From an optimization exercise on the open Yosys and OpenROAD flow, aimed at small area, a short achievable clock period and few clock cycles per item; shortcuts taken in it are not production practice.
RTL that was checked went through simulation tests only; none was proved equivalent to the original.

==> flow/design.v <==
module loop_compact(
    input           clk,
    input           rst_n,
    input           input_valid_i,
    input [63:0]    input_block_index_i,
    input [63:0]    din,
    output          input_ready_o,
    output          output_valid_o,
    output [255:0]  dout
    );
    localparam [255:0] SM3_IV    = 256'h7380166f4914b2b9172442d7da8a0600a96f30bc163138aae38dee4db0fb0e4e;
    localparam [31:0]  SM3_T0    = 32'h79cc4519;
    localparam [31:0]  SM3_T1_16 = 32'h9d8a7a87;    
    function [31:0] rotl;
        input [31:0] x;
        input integer n;
        begin
            rotl = (x << n) | (x >> (32 - n));
        end
    endfunction
    function [31:0] p0;
        input [31:0] x;
        begin
            p0 = x ^ rotl(x, 9) ^ rotl(x, 17);
        end
    endfunction
    function [31:0] p1;
        input [31:0] x;
        begin
            p1 = x ^ rotl(x, 15) ^ rotl(x, 23);
        end
    endfunction
    function [31:0] add;
        input [31:0] x;
        input [31:0] y;
        reg   [31:0] g, p, gn, pn;
        integer d, k;
        begin
            g = x & y;
            p = x ^ y;
            for (d = 1; d < 32; d = d * 2) begin
                gn = g;
                pn = p;
                for (k = 0; k < 32; k = k + 1) begin
                    if ((k / d) % 2 == 1) begin
                        gn[k] = g[k] | (p[k] & g[(k/d)*d-1]);
                        pn[k] = p[k] & p[(k/d)*d-1];
                    end
                end
                g = gn;
                p = pn;
            end
            add = (x ^ y) ^ {g[30:0], 1'b0};
        end
    endfunction
    function [31:0] csa_s;
        input [31:0] x;
        input [31:0] y;
        input [31:0] z;
        begin
            csa_s = x ^ y ^ z;
        end
    endfunction
    function [31:0] csa_c;
        input [31:0] x;
        input [31:0] y;
        input [31:0] z;
        begin
            csa_c = {(x[30:0] & y[30:0]) | (x[30:0] & z[30:0]) | (y[30:0] & z[30:0]), 1'b0};
        end
    endfunction
    function [31:0] add3;
        input [31:0] x;
        input [31:0] y;
        input [31:0] z;
        begin
            add3 = add(csa_s(x, y, z), csa_c(x, y, z));
        end
    endfunction
    function [31:0] add4;
        input [31:0] x;
        input [31:0] y;
        input [31:0] u;
        input [31:0] z;
        begin
            add4 = add3(csa_s(x, y, u), csa_c(x, y, u), z);
        end
    endfunction
    reg        run;       
    reg  [5:0] cnt;       
    reg        fin;       
    reg        ovalid;
    reg        idx0;      
    reg        ffsel;     
    wire accept = input_valid_i & input_ready_o;
    wire last   = (cnt == 6'd33);
    assign input_ready_o  = ~run | last;
    assign output_valid_o = ovalid;
    always @(posedge clk or negedge rst_n) begin
        if (~rst_n) begin
            run    <= 1'b0;
            cnt    <= 6'd0;
            fin    <= 1'b0;
            ovalid <= 1'b0;
        end else begin
            fin    <= run & last;
            ovalid <= fin;
            if (accept) begin
                run <= 1'b1;
                cnt <= 6'd0;
            end else begin
                if (last) run <= 1'b0;
                cnt <= cnt + 6'd1;
            end
        end
    end
    reg  [31:0] w [0:15];
    wire [31:0] w16 = p1(w[0] ^ w[7] ^ rotl(w[13], 15)) ^ rotl(w[3], 7) ^ w[10];
    wire [31:0] w17 = p1(w[1] ^ w[8] ^ rotl(w[14], 15)) ^ rotl(w[4], 7) ^ w[11];
    wire        use_exp = run & (cnt >= 6'd7) & (cnt <= 6'd32);
    wire [31:0] in_hi = use_exp ? w16 : din[63:32];
    wire [31:0] in_lo = use_exp ? w17 : din[31:0];
    integer i;
    always @(posedge clk) begin
        for (i = 0; i < 14; i = i + 1) w[i] <= w[i+2];
        w[14] <= in_hi;
        w[15] <= in_lo;
    end
    reg  [31:0] A, B, C, D, E, F, G, H;
    reg  [31:0] V0, V1, V2, V3, V4, V5, V6, V7;
    reg  [31:0] T;        
    wire init = (cnt == 6'd1);    
    wire [255:0] start = idx0 ? SM3_IV : {V0, V1, V2, V3, V4, V5, V6, V7};
    wire [31:0] a12   = rotl(A, 12);
    wire [31:0] ss1a  = rotl(add3(E, T, a12), 7);
    wire [31:0] ss2a  = ss1a ^ a12;
    wire [31:0] ffa   = ffsel ? (A ^ B ^ C) : ((A & B) | (A & C) | (B & C));
    wire [31:0] gga   = ffsel ? (E ^ F ^ G) : ((E & F) | (~E & G));
    wire [31:0] tt1a  = add4(ffa, D, w[10] ^ w[14], ss2a);
    wire [31:0] tt2a  = add4(gga, H, w[10], ss1a);
    wire [31:0] A1 = tt1a, B1 = A, C1 = rotl(B, 9), D1 = C;
    wire [31:0] E1 = p0(tt2a), F1 = E, G1 = rotl(F, 19), H1 = G;
    wire [31:0] b12   = rotl(A1, 12);
    wire [31:0] ss1b  = rotl(add3(rotl(T, 1), b12, E1), 7);
    wire [31:0] ss2b  = ss1b ^ b12;
    wire [31:0] ffb   = ffsel ? (A1 ^ B1 ^ C1) : ((A1 & B1) | (A1 & C1) | (B1 & C1));
    wire [31:0] ggb   = ffsel ? (E1 ^ F1 ^ G1) : ((E1 & F1) | (~E1 & G1));
    wire [31:0] tt1b  = add4(D1, w[11] ^ w[15], ffb, ss2b);
    wire [31:0] tt2b  = add4(H1, w[11], ggb, ss1b);
    always @(posedge clk) begin
        if (accept) idx0 <= (input_block_index_i == 64'd0);
        if (init) begin
            {A, B, C, D, E, F, G, H} <= start;
            T     <= SM3_T0;
            ffsel <= 1'b1;
        end else begin
            A <= tt1b;
            B <= A1;
            C <= rotl(B1, 9);
            D <= C1;
            E <= p0(tt2b);
            F <= E1;
            G <= rotl(F1, 19);
            H <= G1;
            if (cnt == 6'd9) begin
                T     <= SM3_T1_16;
                ffsel <= 1'b0;
            end else begin
                T     <= rotl(T, 2);
            end
        end
        if (fin)
            {V0, V1, V2, V3, V4, V5, V6, V7} <= {V0 ^ A, V1 ^ B, V2 ^ C, V3 ^ D, V4 ^ E, V5 ^ F, V6 ^ G, V7 ^ H};
        else if (init & run & idx0)
            {V0, V1, V2, V3, V4, V5, V6, V7} <= SM3_IV;
    end
    assign dout = {V0, V1, V2, V3, V4, V5, V6, V7};
endmodule
==> flow/config.mk <==
export PLATFORM = sky130hd
export DESIGN_NAME = loop_compact
export DESIGN_NICKNAME = loop_compact
export VERILOG_FILES = /design/flow/design.v
export SDC_FILE = /design/flow/constraint.sdc
export NUM_CORES = 4
export LEC_CHECK = 0
export ABC_AREA = 1
export CAP_MARGIN = 20
export CORE_MARGIN = 2
export CORE_UTILIZATION = 30
export SETUP_SLACK_MARGIN = 5
export SLEW_MARGIN = 20
==> flow/constraint.sdc <==
create_clock -name core_clock -period 16.0 [get_ports {clk}]
set_input_delay 3.2000 -clock core_clock [delete_from_list [all_inputs] [get_ports {clk}]]
set_output_delay 3.2000 -clock core_clock [all_outputs]
set_load 0.01 [all_outputs]
standard.sh (not shown) runs the stock make flow with config.mk's settings and CLKGATE_MAP_FILE= SYNTH_SCRIPT=/design/flow/synth_recipe.tcl, a recipe that flattens the netlist after the stock synthesis.
==> flow/flow/run.sh <==
#!/bin/bash
# Layout: the standard flow (standard.sh, with its synthesis unchanged and
# the settings of config.mk), with two changes to how the layout is made:
#  - the port buffers are buf_1 cells instead of the delay buffers that
#    buffer_ports picks by default (every port still gets its own buffer);
#  - clock tree synthesis clusters up to 20 sinks within 100 um per leaf
#    buffer and inserts no dummy loads.
# The make output goes to standard_flow.log; ORFS keeps each step's full log
# under orfs/logs/.
set -euo pipefail
bash standard.sh \
  "BUFFER_PORTS_ARGS=-buffer_cell sky130_fd_sc_hd__buf_1" \
  "CTS_ARGS=-sink_clustering_enable -repair_clock_nets -sink_clustering_size 20 -sink_clustering_max_diameter 100 -dont_use_dummy_load" \
  finish > standard_flow.log 2>&1
Testbench counts at the start, summed over its fixed seeds: cycles 13,080, items 384.
Rerun with:
--- a/flow/design.v
+++ b/flow/design.v
@@ -92,6 +92,11 @@
     reg        ovalid;
     reg        idx0;      
     reg        ffsel;     
+    reg        fs_gga;    
+    reg        nfs_ffb;   
+    reg        nfs_ggb;   
+    wire       fs_ffb = ~nfs_ffb;
+    wire       fs_ggb = ~nfs_ggb;
     wire accept = input_valid_i & input_ready_o;
     wire last   = (cnt == 6'd33);
     assign input_ready_o  = ~run | last;
@@ -135,7 +140,7 @@
     wire [31:0] ss1a  = rotl(add3(E, T, a12), 7);
     wire [31:0] ss2a  = ss1a ^ a12;
     wire [31:0] ffa   = ffsel ? (A ^ B ^ C) : ((A & B) | (A & C) | (B & C));
-    wire [31:0] gga   = ffsel ? (E ^ F ^ G) : ((E & F) | (~E & G));
+    wire [31:0] gga   = fs_gga ? (E ^ F ^ G) : ((E & F) | (~E & G));
     wire [31:0] tt1a  = add4(ffa, D, w[10] ^ w[14], ss2a);
     wire [31:0] tt2a  = add4(gga, H, w[10], ss1a);
     wire [31:0] A1 = tt1a, B1 = A, C1 = rotl(B, 9), D1 = C;
@@ -143,16 +148,19 @@
     wire [31:0] b12   = rotl(A1, 12);
     wire [31:0] ss1b  = rotl(add3(rotl(T, 1), b12, E1), 7);
     wire [31:0] ss2b  = ss1b ^ b12;
-    wire [31:0] ffb   = ffsel ? (A1 ^ B1 ^ C1) : ((A1 & B1) | (A1 & C1) | (B1 & C1));
-    wire [31:0] ggb   = ffsel ? (E1 ^ F1 ^ G1) : ((E1 & F1) | (~E1 & G1));
+    wire [31:0] ffb   = fs_ffb ? (A1 ^ B1 ^ C1) : ((A1 & B1) | (A1 & C1) | (B1 & C1));
+    wire [31:0] ggb   = fs_ggb ? (E1 ^ F1 ^ G1) : ((E1 & F1) | (~E1 & G1));
     wire [31:0] tt1b  = add4(D1, w[11] ^ w[15], ffb, ss2b);
     wire [31:0] tt2b  = add4(H1, w[11], ggb, ss1b);
     always @(posedge clk) begin
         if (accept) idx0 <= (input_block_index_i == 64'd0);
+        fs_gga  <=   (cnt >= 6'd1) & (cnt <= 6'd8);
+        nfs_ffb <= ~((cnt >= 6'd1) & (cnt <= 6'd8));
         if (init) begin
             {A, B, C, D, E, F, G, H} <= start;
             T     <= SM3_T0;
-            ffsel <= 1'b1;
+            ffsel   <= 1'b1;
+            nfs_ggb <= 1'b0;
         end else begin
             A <= tt1b;
             B <= A1;
@@ -164,7 +172,8 @@
             H <= G1;
             if (cnt == 6'd9) begin
                 T     <= SM3_T1_16;
-                ffsel <= 1'b0;
+                ffsel   <= 1'b0;
+                nfs_ggb <= 1'b1;
             end else begin
                 T     <= rotl(T, 2);
             end
Effect: The new run passed the timing, design-rule and antenna checks. Design area barely changes. Sequential share of layout area is about the same. Area after synthesis falls by about 0.37%. Final cell count fell by about 1.5%. First-iteration DRC count decreases by about 1.7%. Die area is lower by about 0.36%. Maximum frequency came out lower by 2.0%. Setup slack got worse by 230 ps. Non-clock buffer count is higher by 21. Flip-flop and latch count went up by 3. Wire length goes down by about 1.5%.
The RTL of the second run of this note was laid out without a check of its function.

==> port drivers added, routing unchanged <==
The flow's constraints put no driver on any port. The routed layouts listed below were extracted and timed again, unchanged, in two steps. Step 1 (the two cells are an assumption about what drives the block):
set clk [get_ports {clk}]
set_driving_cell -lib_cell sky130_fd_sc_hd__clkbuf_16 $clk
set_driving_cell -lib_cell sky130_fd_sc_hd__buf_2 [delete_from_list [all_inputs] $clk]
Step 2 also shifts input and output timing later by t, the mid clock arrival at the registers, as if the neighbouring blocks saw the same clock. Three values: no drivers, after step 1, after step 2; two values: the first two.
run | t (ns) | slack for setup (ns) | worst hold slack (ns) | worst setup path after step 2
the first run | 0.769 | 4.761 / 4.761 / 4.761 | 0.321 / 0.321 / 0.321 | register to register
the second run | 0.765 | 4.533 / 4.533 / 4.533 | 0.297 / 0.297 / 0.297 | register to register
After both steps setup and hold are still met in every run listed.
